Background: an optimization exercise with open tools, aiming at small area. Do not read the settings as production practice. In this exercise RTL edits were held to simulation tests only and were not proved equivalent to the original. Power and IR drop assume default switching activity.

run C:
==> flow/design.v <==
module cpu (
  input  wire        CLK,
  input  wire        PAUSE,
  input  wire        RST,
  input  wire        STEP,
  input  wire [15:0] insn,
  input  wire [15:0] mem_rdata,
  output wire [3:0]  cpuout_regfile_ra,
  output wire [15:0] cpuout_regfile_rd,
  output wire [7:0]  cpuout_PC,
  output reg  [15:0] cpuout_IF_insn,
  output reg  [15:0] cpuout_ID_insn,
  output reg  [15:0] cpuout_EX_insn,
  output reg  [15:0] cpuout_MEM_insn,
  output reg  [15:0] cpuout_WB_insn,
  output wire        cpuout_memupdate,
  output wire [7:0]  cpuout_memaddr,
  output wire [15:0] cpuout_memdata
  );
  reg [5:0] counter;
  always @ (posedge CLK) begin
    if (RST | PAUSE) counter <= 6'd0;
    else counter <= counter + 6'd1;
  end
  reg [5:0] db_counter;
  reg       btn_state;
  always @ (posedge CLK) begin
    if (RST) begin
      btn_state <= 1'b0;
      db_counter <= 6'd0;
    end
    else if (!STEP)
      db_counter <= 6'd0;
    else begin
      db_counter <= db_counter + 6'd1;
      if (&db_counter) btn_state <= ~btn_state;
    end
  end
  wire step_down = STEP & (&db_counter) & ~btn_state;
  reg adv0, adv1, writewindow;
  always @ (posedge CLK) begin
    if (RST) begin
      adv0 <= 1'b0;
      adv1 <= 1'b0;
      writewindow <= 1'b0;
    end
    else begin
      adv0 <= PAUSE ? step_down : (&counter);
      adv1 <= adv0;
      writewindow <= adv1;
    end
  end
  reg [3:0] scanreg;
  always @ (posedge CLK) begin
    if (RST) scanreg <= 4'h0;
    else scanreg <= scanreg + 4'h1;
  end
  wire [3:0] id_op = cpuout_IF_insn[15:12];
  wire [3:0] id_rs = cpuout_IF_insn[11:8];
  wire [3:0] id_rt = cpuout_IF_insn[7:4];
  wire [7:0] id_imm = cpuout_IF_insn[7:0];
  wire [3:0] mem_op = cpuout_EX_insn[15:12];    
  wire [3:0] wb_op = cpuout_MEM_insn[15:12];    
  wire wb_regwrite = (wb_op != 4'b0000) & (wb_op != 4'b0111) & ~wb_op[3]
                   | (wb_op == 4'b1000);
  wire [3:0] wb_wa = (wb_op == 4'b0010) ? cpuout_MEM_insn[11:8] : cpuout_MEM_insn[3:0];
  reg [15:0] wb_val;
  wire we = wb_regwrite & writewindow;
  wire [3:0] rwa1 = (adv0 | adv1 | writewindow) ? (we ? wb_wa : id_rs) : scanreg;
  reg [15:0] ram [0:15];
  wire [15:0] wd = RST ? 16'h0000 : wb_val;
  genvar gi;
  generate
    for (gi = 0; gi < 16; gi = gi + 1) begin : rf
      always @ (posedge CLK) begin
        if (RST | (we & (rwa1 == gi))) ram[gi] <= wd;
      end
    end
  endgenerate
  wire [15:0] rd1 = ram[rwa1];
  wire [15:0] rd2 = ram[id_rt];
  reg [7:0] PC;
  wire zero = ~(|rd1);
  wire taken = (id_op[3:2] == 2'b11) & (id_op[0] ^ zero);
  wire [7:0] pc_next = taken ? (id_op[1] ? rd2[7:0] : id_imm) : PC + 8'd1;
  wire is_sub = (id_op == 4'b0011) | (id_op == 4'b0110);
  wire [15:0] b = (id_op == 4'b0010) ? {{8{id_imm[7]}}, id_imm} : rd2;
  wire [15:0] sum = rd1 + (b ^ {16{is_sub}}) + {15'd0, is_sub};
  reg [15:0] alu;
  always @ (*) begin
    case (id_op)
      4'b0100: alu = rd1 & rd2;
      4'b0101: alu = rd1 | rd2;
      4'b0110: alu = {15'd0, sum[15]};
      4'b1001, 4'b1010: alu = rd1;
      default: alu = sum;
    endcase
  end
  wire [7:0] id_addr = (id_op == 4'b1010) ? id_imm : rd2[7:0];
  always @ (posedge CLK or posedge RST) begin
    if (RST) begin
      PC <= 8'h00;
      cpuout_IF_insn <= 16'h0000;
      cpuout_ID_insn <= 16'h0000;
      cpuout_EX_insn <= 16'h0000;
      cpuout_MEM_insn <= 16'h0000;
      cpuout_WB_insn <= 16'h0000;
    end
    else if (adv1) begin
      PC <= pc_next;
      cpuout_IF_insn <= taken ? 16'h0000 : insn;
      cpuout_ID_insn <= cpuout_IF_insn;
      cpuout_EX_insn <= cpuout_ID_insn;
      cpuout_MEM_insn <= cpuout_EX_insn;
      cpuout_WB_insn <= cpuout_MEM_insn;
    end
  end
  reg [15:0] ex_val;
  reg [7:0]  ex_addr;
  reg [15:0] mem_val;
  reg [7:0]  mem_addr;
  always @ (posedge CLK) begin
    if (adv1) begin
      ex_val <= alu;
      ex_addr <= id_addr;
      mem_val <= ex_val;
      mem_addr <= ex_addr;
      wb_val <= (mem_op == 4'b1000) ? mem_rdata : mem_val;
    end
  end
  assign cpuout_memupdate = writewindow & ((mem_op == 4'b1001) | (mem_op == 4'b1010));
  assign cpuout_memaddr = mem_addr;
  assign cpuout_memdata = mem_val;
  assign cpuout_PC = PC;
  assign cpuout_regfile_ra = scanreg;
  assign cpuout_regfile_rd = rd1;
endmodule
clock: 9.0 ns
lec_check: 0
cap_margin: 20
core_area: 5 5 225 225
die_area: 0 0 230 230
place_density: 0.6
slew_margin: 20
standard.sh (not shown) runs the stock make flow with config.mk's settings and CLKGATE_MAP_FILE= SYNTH_SCRIPT=/design/flow/synth_recipe.tcl, a recipe that flattens the netlist after the stock synthesis.
==> flow/flow/run.sh <==
#!/bin/bash
# Own layout flow: the standard flow (standard.sh) with
#  - an area-oriented ABC script in synthesis (flow/synth.tcl, flow/abc.script),
#  - the smallest buffer on the ports,
#  - a clock tree of small buffers, without dummy loads (CTS_ARGS).
# make's full output goes to flow.log in the work folder; ORFS keeps each
# step's own log under orfs/logs.
set -euo pipefail
W=$(pwd)
export AREA_ABC_SCRIPT=$W/flow/abc.script
export FLOW_SYNTH_TCL=$W/synth_recipe.tcl
export BUFFER_PORTS_ARGS="-buffer_cell sky130_fd_sc_hd__buf_1"
export CTS_ARGS="-sink_clustering_enable -repair_clock_nets -dont_use_dummy_load -buf_list sky130_fd_sc_hd__clkbuf_4 -sink_clustering_size 10 -sink_clustering_max_diameter 40"
sed "s#SYNTH_SCRIPT=[^ ]*#SYNTH_SCRIPT=$W/flow/synth.tcl#" standard.sh > own_standard.sh
grep -q "SYNTH_SCRIPT=$W/flow/synth.tcl" own_standard.sh
bash own_standard.sh finish > $W/flow.log 2>&1
==> flow/flow/abc.script <==
strash
&get -n
&fraig -x
&put
scorr
dc2
strash
&get -n
&dch -f
&nf -R 1000
&put
topo
==> flow/flow/synth.tcl <==
# The standard flow's synthesis (synth_recipe.tcl), with the final ABC mapping run on an
# area-oriented script instead of ORFS's delay-oriented one.
proc abc {args} {
  set i [lsearch -exact $args -script]
  if {$i >= 0} { lset args [expr {$i + 1}] $::env(AREA_ABC_SCRIPT) }
  yosys abc {*}$args
}
source $::env(FLOW_SYNTH_TCL)
### run C -> run B
--- a/flow/design.v
+++ b/flow/design.v
@@ -126,6 +126,8 @@
       mem_val <= ex_val;
       mem_addr <= ex_addr;
-      wb_val <= (mem_op == 4'b1000) ? mem_rdata : mem_val;
     end
+  end
+  always @ (posedge CLK) begin
+    wb_val <= (mem_op == 4'b1000) ? mem_rdata : mem_val;
   end
   assign cpuout_memupdate = writewindow & ((mem_op == 4'b1001) | (mem_op == 4'b1010));
==> run notes <==
On global-route wire length before repair, run C and run B are neck and neck.
Cell at the slowest stage of the critical path: and3_1 -> run B, nor2_1 -> run C
Design area delta for run B relative to run C: about 0.8% lower
On clock power, the lower figure sits with run B, not run C.
Run B vs run C: global-route track usage on met3 down
~same clock network area share in run C and run B

[what the ideal ports hide]
No port has a modelled driver above. Below, the same layouts with a new extraction and two added sets of constraints. Step 1 sets driving cells, clkbuf_16 on the clock port and buf_2 on the other inputs (assumed; they add their load-dependent delay and slew). Step 2 moves the port delays by t, midway between the first and last clock arrival at a register: inputs arrive t later, outputs are due t later. That takes back most of the time a late clock gives input paths. Three values: ideal ports, drivers, drivers and shift; two values: the first two.
run	shift t [ns]	setup slack, ns	worst setup path at the end	worst slew at a driven data input, ns	pins driven straight from the clock port
run C	0.831	1.628 / 1.580 / 1.727	register to register	0.06	1
run B	0.836	1.521 / 1.469 / 1.905	register to register	0.05	1
After both steps every run listed still meets setup and hold.
